From an optimization exercise on the open Yosys and OpenROAD flow, aimed at small area and a short achievable clock period; shortcuts taken in it are not production practice.
For this run, only the layout was checked, not whether the RTL still works.
No activity file was given, so power comes from the tool's default toggle rates.

==> design/flow/flow/run.sh <==
#!/bin/bash
# Standard layout with two changes:
#  - synthesis leaves the adder logic to ABC instead of first mapping it to
#    the library's full- and half-adder cells (ADDER_MAP_FILE empty); the
#    registers are not affected;
#  - plain buf_1 cells as the port buffers.
export BUFFER_PORTS_ARGS="-buffer_cell sky130_fd_sc_hd__buf_1"
bash standard.sh ADDER_MAP_FILE= finish > standard.log 2>&1
==> design/flow/standard.sh <==
#!/bin/bash
# synth_recipe.tcl (not shown) runs the flow's synth.tcl, then flattens the netlist and writes it again
# the make line also repeats each setting of config.mk as NAME=value (left out here)
make -C /OpenROAD-flow-scripts/flow DESIGN_CONFIG=/design/flow/config.mk WORK_HOME=/design/flow/orfs CLKGATE_MAP_FILE= SYNTH_SCRIPT=/design/flow/synth_recipe.tcl "${@:-finish}"
==> design/flow/config.mk <==
export PLATFORM = sky130hd
export DESIGN_NAME = adder
export DESIGN_NICKNAME = adder
export VERILOG_FILES = /design/flow/design.v
export SDC_FILE = /design/flow/constraint.sdc
export NUM_CORES = 4
export LEC_CHECK = 0
export ABC_AREA = 1
export CAP_MARGIN = 20
export CORE_MARGIN = 2
export CORE_UTILIZATION = 40
export CTS_BUF_LIST = sky130_fd_sc_hd__clkbuf_4 sky130_fd_sc_hd__clkbuf_8
export SETUP_SLACK_MARGIN = 1.65
export SLEW_MARGIN = 20
==> design/flow/constraint.sdc <==
create_clock -name core_clock -period 4.0 [get_ports {clk}]
set_input_delay 0.8000 -clock core_clock [delete_from_list [all_inputs] [get_ports {clk}]]
set_output_delay 0.8000 -clock core_clock [all_outputs]
set_load 0.01 [all_outputs]
==> design/flow/design.v <==
module adder(clk, rst, in_valid, operand_1, operand_2, out_valid, Sum);
input clk;
input rst;
input in_valid;
input [31:0] operand_1;
input [31:0] operand_2;
output out_valid;
output [31:0] Sum;
reg [1:0] valid;
always @(posedge clk)
    if (rst) valid <= 0;
    else valid <= {valid[0:0], in_valid};
assign out_valid = valid[1];
wire [30:0] op2_iw = operand_2[30:0];
wire [31:0] a = operand_1;
wire [30:0] b = op2_iw;
wire [9:0] s12, s21;
esub u_s12(.a({a[30:23], 1'b1}), .b({~b[30:23], 1'b1}), .s(s12));
esub u_s21(.a({b[30:23], 1'b1}), .b({~a[30:23], 1'b1}), .s(s21));
wire [8:0] d12 = {~s12[9], s12[8:1]};
wire [7:0] d21 = s21[8:1];
wire [7:0] cgt = a[30:23] & ~b[30:23];
wire [7:0] ceq = ~(a[30:23] ^ b[30:23]);
wire [3:0] cgt1, ceq1;
wire [1:0] cgt2, ceq2;
genvar ci;
generate for (ci = 0; ci < 4; ci = ci + 1) begin : cmp1
    assign cgt1[ci] = cgt[2*ci+1] | (ceq[2*ci+1] & cgt[2*ci]);
    assign ceq1[ci] = ceq[2*ci+1] & ceq[2*ci];
end endgenerate
generate for (ci = 0; ci < 2; ci = ci + 1) begin : cmp2
    assign cgt2[ci] = cgt1[2*ci+1] | (ceq1[2*ci+1] & cgt1[2*ci]);
    assign ceq2[ci] = ceq1[2*ci+1] & ceq1[2*ci];
end endgenerate
wire ge = cgt2[1] | (ceq2[1] & (cgt2[0] | ceq2[0]));
wire [7:0] dd = ge ? d12[7:0] : d21;
wire [0:0] sgn_aw = a[31];
wire [7:0] emax_aw = ge ? a[30:23] : b[30:23];
wire [22:0] fb_aw = ge ? a[22:0] : b[22:0];
wire [22:0] fs_aw = ge ? b[22:0] : a[22:0];
wire [4:0] sh_aw = dd[4:0];
wire [0:0] shz_aw = (dd[7:5] != 3'd0) || (dd[4:3] == 2'b11);
wire [23:0] x0 = {1'b1, fs_aw};
wire [23:0] x1 = sh_aw[0] ? (x0 >> 1) : x0;
wire [23:0] x2 = sh_aw[1] ? (x1 >> 2) : x1;
reg [0:0] sgn_s2;
reg [7:0] emax_s2;
reg [22:0] fb_s2;
reg [23:0] xs_s2;
reg [4:0] sh_s2;
reg [0:0] shz_s2;
always @(posedge clk) begin
    sgn_s2 <= sgn_aw;
    emax_s2 <= emax_aw;
    fb_s2 <= fb_aw;
    xs_s2 <= x2;
    sh_s2 <= sh_aw;
    shz_s2 <= shz_aw;
end
wire [23:0] xz2 = shz_s2 ? 24'd0 : xs_s2;
wire [23:0] x3 = sh_s2[2] ? (xz2 >> 4) : xz2;
wire [23:0] x4 = sh_s2[3] ? (x3 >> 8) : x3;
wire [23:0] x5 = sh_s2[4] ? (x4 >> 16) : x4;
wire [23:0] sml = x5;
wire [24:0] ms;
madd u_madd(.a({1'b1, fb_s2}), .b(sml), .s(ms));
reg [0:0] sgn_c;
reg [7:0] emax_c;
reg [7:0] emaxp_c;
reg [23:0] ms_c;
always @(posedge clk) begin
    sgn_c <= sgn_s2;
    emax_c <= emax_s2;
    emaxp_c <= emax_s2 + 8'd1;
    ms_c <= ms[24:1];
end
wire [23:0] msn = ms_c;
wire [7:0] e = msn[23] ? emaxp_c : emax_c;
wire [22:0] f = msn[23] ? msn[22:0] : {msn[21:0], 1'b0};
wire [31:0] res_dw = {sgn_c, e, f};
assign Sum = res_dw;
endmodule
module esub(a, b, s);
input [8:0] a;
input [8:0] b;
output [9:0] s;
wire [8:0] g0 = a & b;
wire [8:0] p0 = a ^ b;
wire g1_1 = g0[1] | (p0[1] & g0[0]);
wire p1_1 = p0[1] & p0[0];
wire g3_1 = g0[3] | (p0[3] & g0[2]);
wire p3_1 = p0[3] & p0[2];
wire g5_1 = g0[5] | (p0[5] & g0[4]);
wire p5_1 = p0[5] & p0[4];
wire g7_1 = g0[7] | (p0[7] & g0[6]);
wire p7_1 = p0[7] & p0[6];
wire g2_1 = g0[2] | (p0[2] & g1_1);
wire p2_1 = p0[2] & p1_1;
wire g3_2 = g3_1 | (p3_1 & g1_1);
wire p3_2 = p3_1 & p1_1;
wire g6_1 = g0[6] | (p0[6] & g5_1);
wire p6_1 = p0[6] & p5_1;
wire g7_2 = g7_1 | (p7_1 & g5_1);
wire p7_2 = p7_1 & p5_1;
wire g4_1 = g0[4] | (p0[4] & g3_2);
wire p4_1 = p0[4] & p3_2;
wire g5_2 = g5_1 | (p5_1 & g3_2);
wire p5_2 = p5_1 & p3_2;
wire g6_2 = g6_1 | (p6_1 & g3_2);
wire p6_2 = p6_1 & p3_2;
wire g7_3 = g7_2 | (p7_2 & g3_2);
wire p7_3 = p7_2 & p3_2;
wire g8_1 = g0[8] | (p0[8] & g7_3);
wire p8_1 = p0[8] & p7_3;
assign s[0] = p0[0];
assign s[1] = p0[1] ^ g0[0];
assign s[2] = p0[2] ^ g1_1;
assign s[3] = p0[3] ^ g2_1;
assign s[4] = p0[4] ^ g3_2;
assign s[5] = p0[5] ^ g4_1;
assign s[6] = p0[6] ^ g5_2;
assign s[7] = p0[7] ^ g6_2;
assign s[8] = p0[8] ^ g7_3;
assign s[9] = g8_1;
endmodule
module madd(a, b, s);
input [23:0] a;
input [23:0] b;
output [24:0] s;
wire [23:0] g0 = a & b;
wire [23:0] p0 = a ^ b;
wire g1_1 = g0[1] | (p0[1] & g0[0]);
wire p1_1 = p0[1] & p0[0];
wire g3_1 = g0[3] | (p0[3] & g0[2]);
wire p3_1 = p0[3] & p0[2];
wire g5_1 = g0[5] | (p0[5] & g0[4]);
wire p5_1 = p0[5] & p0[4];
wire g7_1 = g0[7] | (p0[7] & g0[6]);
wire p7_1 = p0[7] & p0[6];
wire g9_1 = g0[9] | (p0[9] & g0[8]);
wire p9_1 = p0[9] & p0[8];
wire g11_1 = g0[11] | (p0[11] & g0[10]);
wire p11_1 = p0[11] & p0[10];
wire g13_1 = g0[13] | (p0[13] & g0[12]);
wire p13_1 = p0[13] & p0[12];
wire g15_1 = g0[15] | (p0[15] & g0[14]);
wire p15_1 = p0[15] & p0[14];
wire g17_1 = g0[17] | (p0[17] & g0[16]);
wire p17_1 = p0[17] & p0[16];
wire g19_1 = g0[19] | (p0[19] & g0[18]);
wire p19_1 = p0[19] & p0[18];
wire g21_1 = g0[21] | (p0[21] & g0[20]);
wire p21_1 = p0[21] & p0[20];
wire g23_1 = g0[23] | (p0[23] & g0[22]);
wire p23_1 = p0[23] & p0[22];
wire g3_2 = g3_1 | (p3_1 & g1_1);
wire p3_2 = p3_1 & p1_1;
wire g7_2 = g7_1 | (p7_1 & g5_1);
wire p7_2 = p7_1 & p5_1;
wire g11_2 = g11_1 | (p11_1 & g9_1);
wire p11_2 = p11_1 & p9_1;
wire g15_2 = g15_1 | (p15_1 & g13_1);
wire p15_2 = p15_1 & p13_1;
wire g19_2 = g19_1 | (p19_1 & g17_1);
wire p19_2 = p19_1 & p17_1;
wire g23_2 = g23_1 | (p23_1 & g21_1);
wire p23_2 = p23_1 & p21_1;
wire g7_3 = g7_2 | (p7_2 & g3_2);
wire p7_3 = p7_2 & p3_2;
wire g15_3 = g15_2 | (p15_2 & g11_2);
wire p15_3 = p15_2 & p11_2;
wire g23_3 = g23_2 | (p23_2 & g19_2);
wire p23_3 = p23_2 & p19_2;
wire g15_4 = g15_3 | (p15_3 & g7_3);
wire p15_4 = p15_3 & p7_3;
wire g23_4 = g23_3 | (p23_3 & g15_4);
wire p23_4 = p23_3 & p15_4;
wire g11_3 = g11_2 | (p11_2 & g7_3);
wire p11_3 = p11_2 & p7_3;
wire g19_3 = g19_2 | (p19_2 & g15_4);
wire p19_3 = p19_2 & p15_4;
wire g5_2 = g5_1 | (p5_1 & g3_2);
wire p5_2 = p5_1 & p3_2;
wire g9_2 = g9_1 | (p9_1 & g7_3);
wire p9_2 = p9_1 & p7_3;
wire g13_2 = g13_1 | (p13_1 & g11_3);
wire p13_2 = p13_1 & p11_3;
wire g17_2 = g17_1 | (p17_1 & g15_4);
wire p17_2 = p17_1 & p15_4;
wire g21_2 = g21_1 | (p21_1 & g19_3);
wire p21_2 = p21_1 & p19_3;
wire g2_1 = g0[2] | (p0[2] & g1_1);
wire p2_1 = p0[2] & p1_1;
wire g4_1 = g0[4] | (p0[4] & g3_2);
wire p4_1 = p0[4] & p3_2;
wire g6_1 = g0[6] | (p0[6] & g5_2);
wire p6_1 = p0[6] & p5_2;
wire g8_1 = g0[8] | (p0[8] & g7_3);
wire p8_1 = p0[8] & p7_3;
wire g10_1 = g0[10] | (p0[10] & g9_2);
wire p10_1 = p0[10] & p9_2;
wire g12_1 = g0[12] | (p0[12] & g11_3);
wire p12_1 = p0[12] & p11_3;
wire g14_1 = g0[14] | (p0[14] & g13_2);
wire p14_1 = p0[14] & p13_2;
wire g16_1 = g0[16] | (p0[16] & g15_4);
wire p16_1 = p0[16] & p15_4;
wire g18_1 = g0[18] | (p0[18] & g17_2);
wire p18_1 = p0[18] & p17_2;
wire g20_1 = g0[20] | (p0[20] & g19_3);
wire p20_1 = p0[20] & p19_3;
wire g22_1 = g0[22] | (p0[22] & g21_2);
wire p22_1 = p0[22] & p21_2;
assign s[0] = p0[0];
assign s[1] = p0[1] ^ g0[0];
assign s[2] = p0[2] ^ g1_1;
assign s[3] = p0[3] ^ g2_1;
assign s[4] = p0[4] ^ g3_2;
assign s[5] = p0[5] ^ g4_1;
assign s[6] = p0[6] ^ g5_2;
assign s[7] = p0[7] ^ g6_1;
assign s[8] = p0[8] ^ g7_3;
assign s[9] = p0[9] ^ g8_1;
assign s[10] = p0[10] ^ g9_2;
assign s[11] = p0[11] ^ g10_1;
assign s[12] = p0[12] ^ g11_3;
assign s[13] = p0[13] ^ g12_1;
assign s[14] = p0[14] ^ g13_2;
assign s[15] = p0[15] ^ g14_1;
assign s[16] = p0[16] ^ g15_4;
assign s[17] = p0[17] ^ g16_1;
assign s[18] = p0[18] ^ g17_2;
assign s[19] = p0[19] ^ g18_1;
assign s[20] = p0[20] ^ g19_3;
assign s[21] = p0[21] ^ g20_1;
assign s[22] = p0[22] ^ g21_2;
assign s[23] = p0[23] ^ g22_1;
assign s[24] = g23_4;
endmodule
==> results.toml <==
[sta]
fin_crit_ns = 2.42
rsz0062_at_grt = "yes"
worstMarginPinSlew_ns = 0.769
fmax_mhz = 414
relSlewSlack_pct = 48.7
finalMaxSlewViolations = 0
tns_ns = 0
fin_crit_sh_pct = 60.4
finalClockSkew_ns = 0.00893
hold_violations = 0
setup_ws_ns = 1.58
setup_viol = 0

[clock_network]
htreeDepth = 3
tritoncts = "done"
cts.reportedPaths.clkPinSlew_ns = 0.11
cts_num_sinks = 103
cts.path.max_buffers = 2
cts_made_buffers = 9
clock_latency_ns = 0.40
clockRootBuffer = "clkbuf_8"

[placement]
dp_hpwl_um = 10900
preCtsSetupSlack_ns = 0.756
portBuffers = 98
dp.cells = 1171
gp_congestion = 0.909

[worst_setup_path]
path_class = "flip-flop to flip-flop"
r2r_slack_ns = 1.58
cp-start-kind = "flip-flop"
crit_top_cell = "nand2_1"
r2r-end = "ms_c[20]"
critPathMaxStageDelay_ns = 0.49
cp.required_ns = 4.33
path_cells = "clkinvlp_4, buf_4, nand2_1, nor2_1, or2_1, and2_1, nand2_1, nand2_1, a21oi_2, nand2_2, nand2_2, nand2_4, buf_4, a21oi_2, xnor2_1"
reg2regPathDepth = 15
worstPathArrival_ns = 2.74
crit_family = "simple AND/OR/NAND/NOR gates"
path_max_fanout = 12
path_buf_inv = 3
r2r_start = "sh_s2[4]"
end_kind = "flip-flop"
cp_slowest_cell = "dfxtp_4"

[route]
wl_per_cell_um = 13.7
drt_wl_total_um = 17300
dr.pass1.iters = 5
num_vias = 6166
detail_route.drc_violations = 0
drt_iter0_markers = 386
vias_per_cell = 4.88
ant_nets = 0

[floorplan]
dieHeight_um = 126
start_util_pct = 41.1
dieWidth_um = 126
io_pins = 100
core_region_area_um2 = 14500
dieArea_um2 = 15900
rows = 44

[synthesis]
syn_area_per_cell_um2 = 6.46
synth.top_cell.area_share_pct = 34.5
yosysMostFrequentCell = "nand2_1"
synthTopCellsByCount = "nand2_1 (273), inv_1 (111), dfxtp_1 (103)"
synthTopCellsByArea = "dfxtp_1 (35%), nand2_1 (17%), inv_1 (7.0%)"
ys_ff_latch = 103
ys.flop_type = "dfxtp_1"
synth-edff-count = 0
synth-async-reset-ratio_pct = 0
synth-seq-area-share_pct = 34.5
ys_warn_count = 1
ys_types = 43
synthCells = 925
syn_area_um2 = 5970
synth.net_count = 992
synth_top_area_cell = "dfxtp_1"

[worst_hold_path]
hold_end = "sgn_c"
worstHoldStart = "sgn_s2"
hold-path-cell-count = 0
hp-class = "flip-flop to flip-flop"

[power]
p_comb_share_pct = 46.0
power_density_nw_per_um2 = 475
power_mw = 3.85
swShare_pct = 41.4
switchingPower_mw = 1.59
internal_power_mw = 2.25
power.share.sequential_pct = 37.3
total_leakage_power_nw = 3.83
ir_worst_vdd_uv = 189
clkPwrFrac_pct = 16.7

[global_routing]
grt_pass1_wl_um = 25500
grt_pass1_vias = 5380
grtUsageTotal_pct = 19.8
antenna_found_initial = 0
grt_overflow_total = 0
grt_max_degree = 81

[job]
maxCapViolCount = 0

[final_layout]
stdcell_count = 1263
drive_gt1_share_pct = 25.0
antennaDiodeCount = 0
nets = 1141
area_delta_synth_final_pct = 35.8

[status]
status = "complete, no violations"
## layout make-up
cell class | instances | area (um^2)
timing repair buffer | 173 | 1280
fill | 1396 | 6420
clock inverter | 7 | 78.8
multi-input combinational | 662 | 3750
clock buffer | 9 | 124
timing repair inverter | 6 | 57.6
inverter | 119 | 507
tap | 184 | 230
sequential | 103 | 2080
## per-layer routing
| metal | up-vias | GRT usage [%] | share of wire [%] |
|---|---|---|---|
| met1 | 2695 | 26.7 | 44 |
| met2 | 194 | 31.2 | 47 |
| met3 | 35 | 4.29 | 6.4 |
| li1 | 3242 | - | - |
| met5 | - | 0 | 0 |
| met4 | 0 | 7.30 | 2.3 |
## how the worst max path moves through the flow
stage	slack (ns)	start	end	depth (start not counted)
2_1_floorplan	1.45	operand_2[24]	xs_s2[21]	17
3_3_place_gp	0.78	operand_1[23]	xs_s2[2]	15
3_5_place_dp	0.76	operand_1[23]	xs_s2[2]	15
4_1_cts	1.60	sh_s2[2]	ms_c[22]	23
5_1_grt	1.40	shz_s2	ms_c[22]	22
6_report	1.58	sh_s2[4]	ms_c[20]	15
## cells by family (layout without fill, tap and decap cells)
| group | after synthesis | after routing | share of synthesized area [%] |
|---|---|---|---|
| simple gates | 457 | 457 | 32.4 |
| compound gates | 165 | 165 | 15.7 |
| buf+inv | 160 | 314 | 11.0 |
| xor+xnor | 31 | 31 | 4.67 |
| flops | 103 | 103 | 34.5 |
| mux | 9 | 9 | 1.68 |
## what timing repair did
action | 4_1_cts | 5_1_grt
cloned | 10 | 5
setup buffers | 33 | 28
hold buffers | 0 | 0
gates resized for setup | 96 | 141
endpoints found under the hold margin | 0 | 0
pin swaps | 19 | 54
setup endpoints to repair | 87 | 48
## registers in the layout, summed over array words and instances (netlist names)
register / flops
fb_s2: 23
sh_s2: 3
emax_c: 8
shz_s2: 1
sgn_s2: 1
emaxp_c: 8
ms_c: 24
valid: 2
sgn_c: 1
xs_s2: 24
emax_s2: 8
## layout by cell type (no fill, tap or decap), types with 5 or more instances in the layout
master	count
o21bai_1	5
o21ai_2	17
nor2_4	10
dfxtp_1	98
dfxtp_4	5
clkbuf_16	5
nand3_2	29
buf_4	48
nand3_1	46
o21ai_1	26
inv_1	102
buf_6	16
o21ai_0	55
buf_12	7
nand2_2	40
buf_1	90
inv_2	7
mux2_2	8
o21a_1	16
nand2_1	233
a21oi_2	9
o211ai_1	5
nor2_2	11
xor2_1	22
a21oi_1	22
nor2_1	51
xnor2_1	8
clkinvlp_4	6
nand2_4	8
clkbuf_8	9
nand4_1	13
## metrics by stage
step	hold WS [ns]	area (um^2)	utilization, %
floorplan	0.310	6070	-
global placement	0.313	6470	44.5
detailed placement	0.313	6470	44.5
CTS	0.341	7350	50.6
global route	0.350	8110	55.8
finish	0.337	8110	55.8
## power by group through the flow
| stage | logic (mW) | registers (mW) | clock network (mW) |
|---|---|---|---|
| 2_1_floorplan | 1.01 | 1.38 | 0 |
| 3_5_place_dp | 1.24 | 1.46 | 0 |
| 5_1_grt | 1.96 | 1.46 | 0.699 |
| 4_1_cts | 1.49 | 1.43 | 0.660 |
| 6_report | 1.77 | 1.44 | 0.641 |
| 3_3_place_gp | 1.23 | 1.46 | 0 |

-- separate check: timing with driven ports --
How much do the figures lean on ideal ports? The routed layout below was timed once more, with nothing changed but the port constraints.
Step 1 (the two cells are an assumption about what drives the block):
set clk [get_ports {clk}]
set_driving_cell -lib_cell sky130_fd_sc_hd__clkbuf_16 $clk
set_driving_cell -lib_cell sky130_fd_sc_hd__buf_2 [delete_from_list [all_inputs] $clk]
Step 2 moves the port delays by t, midway between the first and last clock arrival at a register: inputs arrive t later, outputs are due t later. That takes back most of the time a late clock gives input paths.
Three values: ideal, step 1, step 2; two values: the first two.
t, ns: 0.431
setup slack, ns: 1.585 / 1.585 / 1.194
latest minus earliest clock arrival (ns): 0.012 / 0.012
worst slew at a driven data input, ns: 0.05
After both steps setup and hold are still met in this run. The setup slack of this run moves by 0.000 ns with the drivers and by -0.391 ns with both steps.
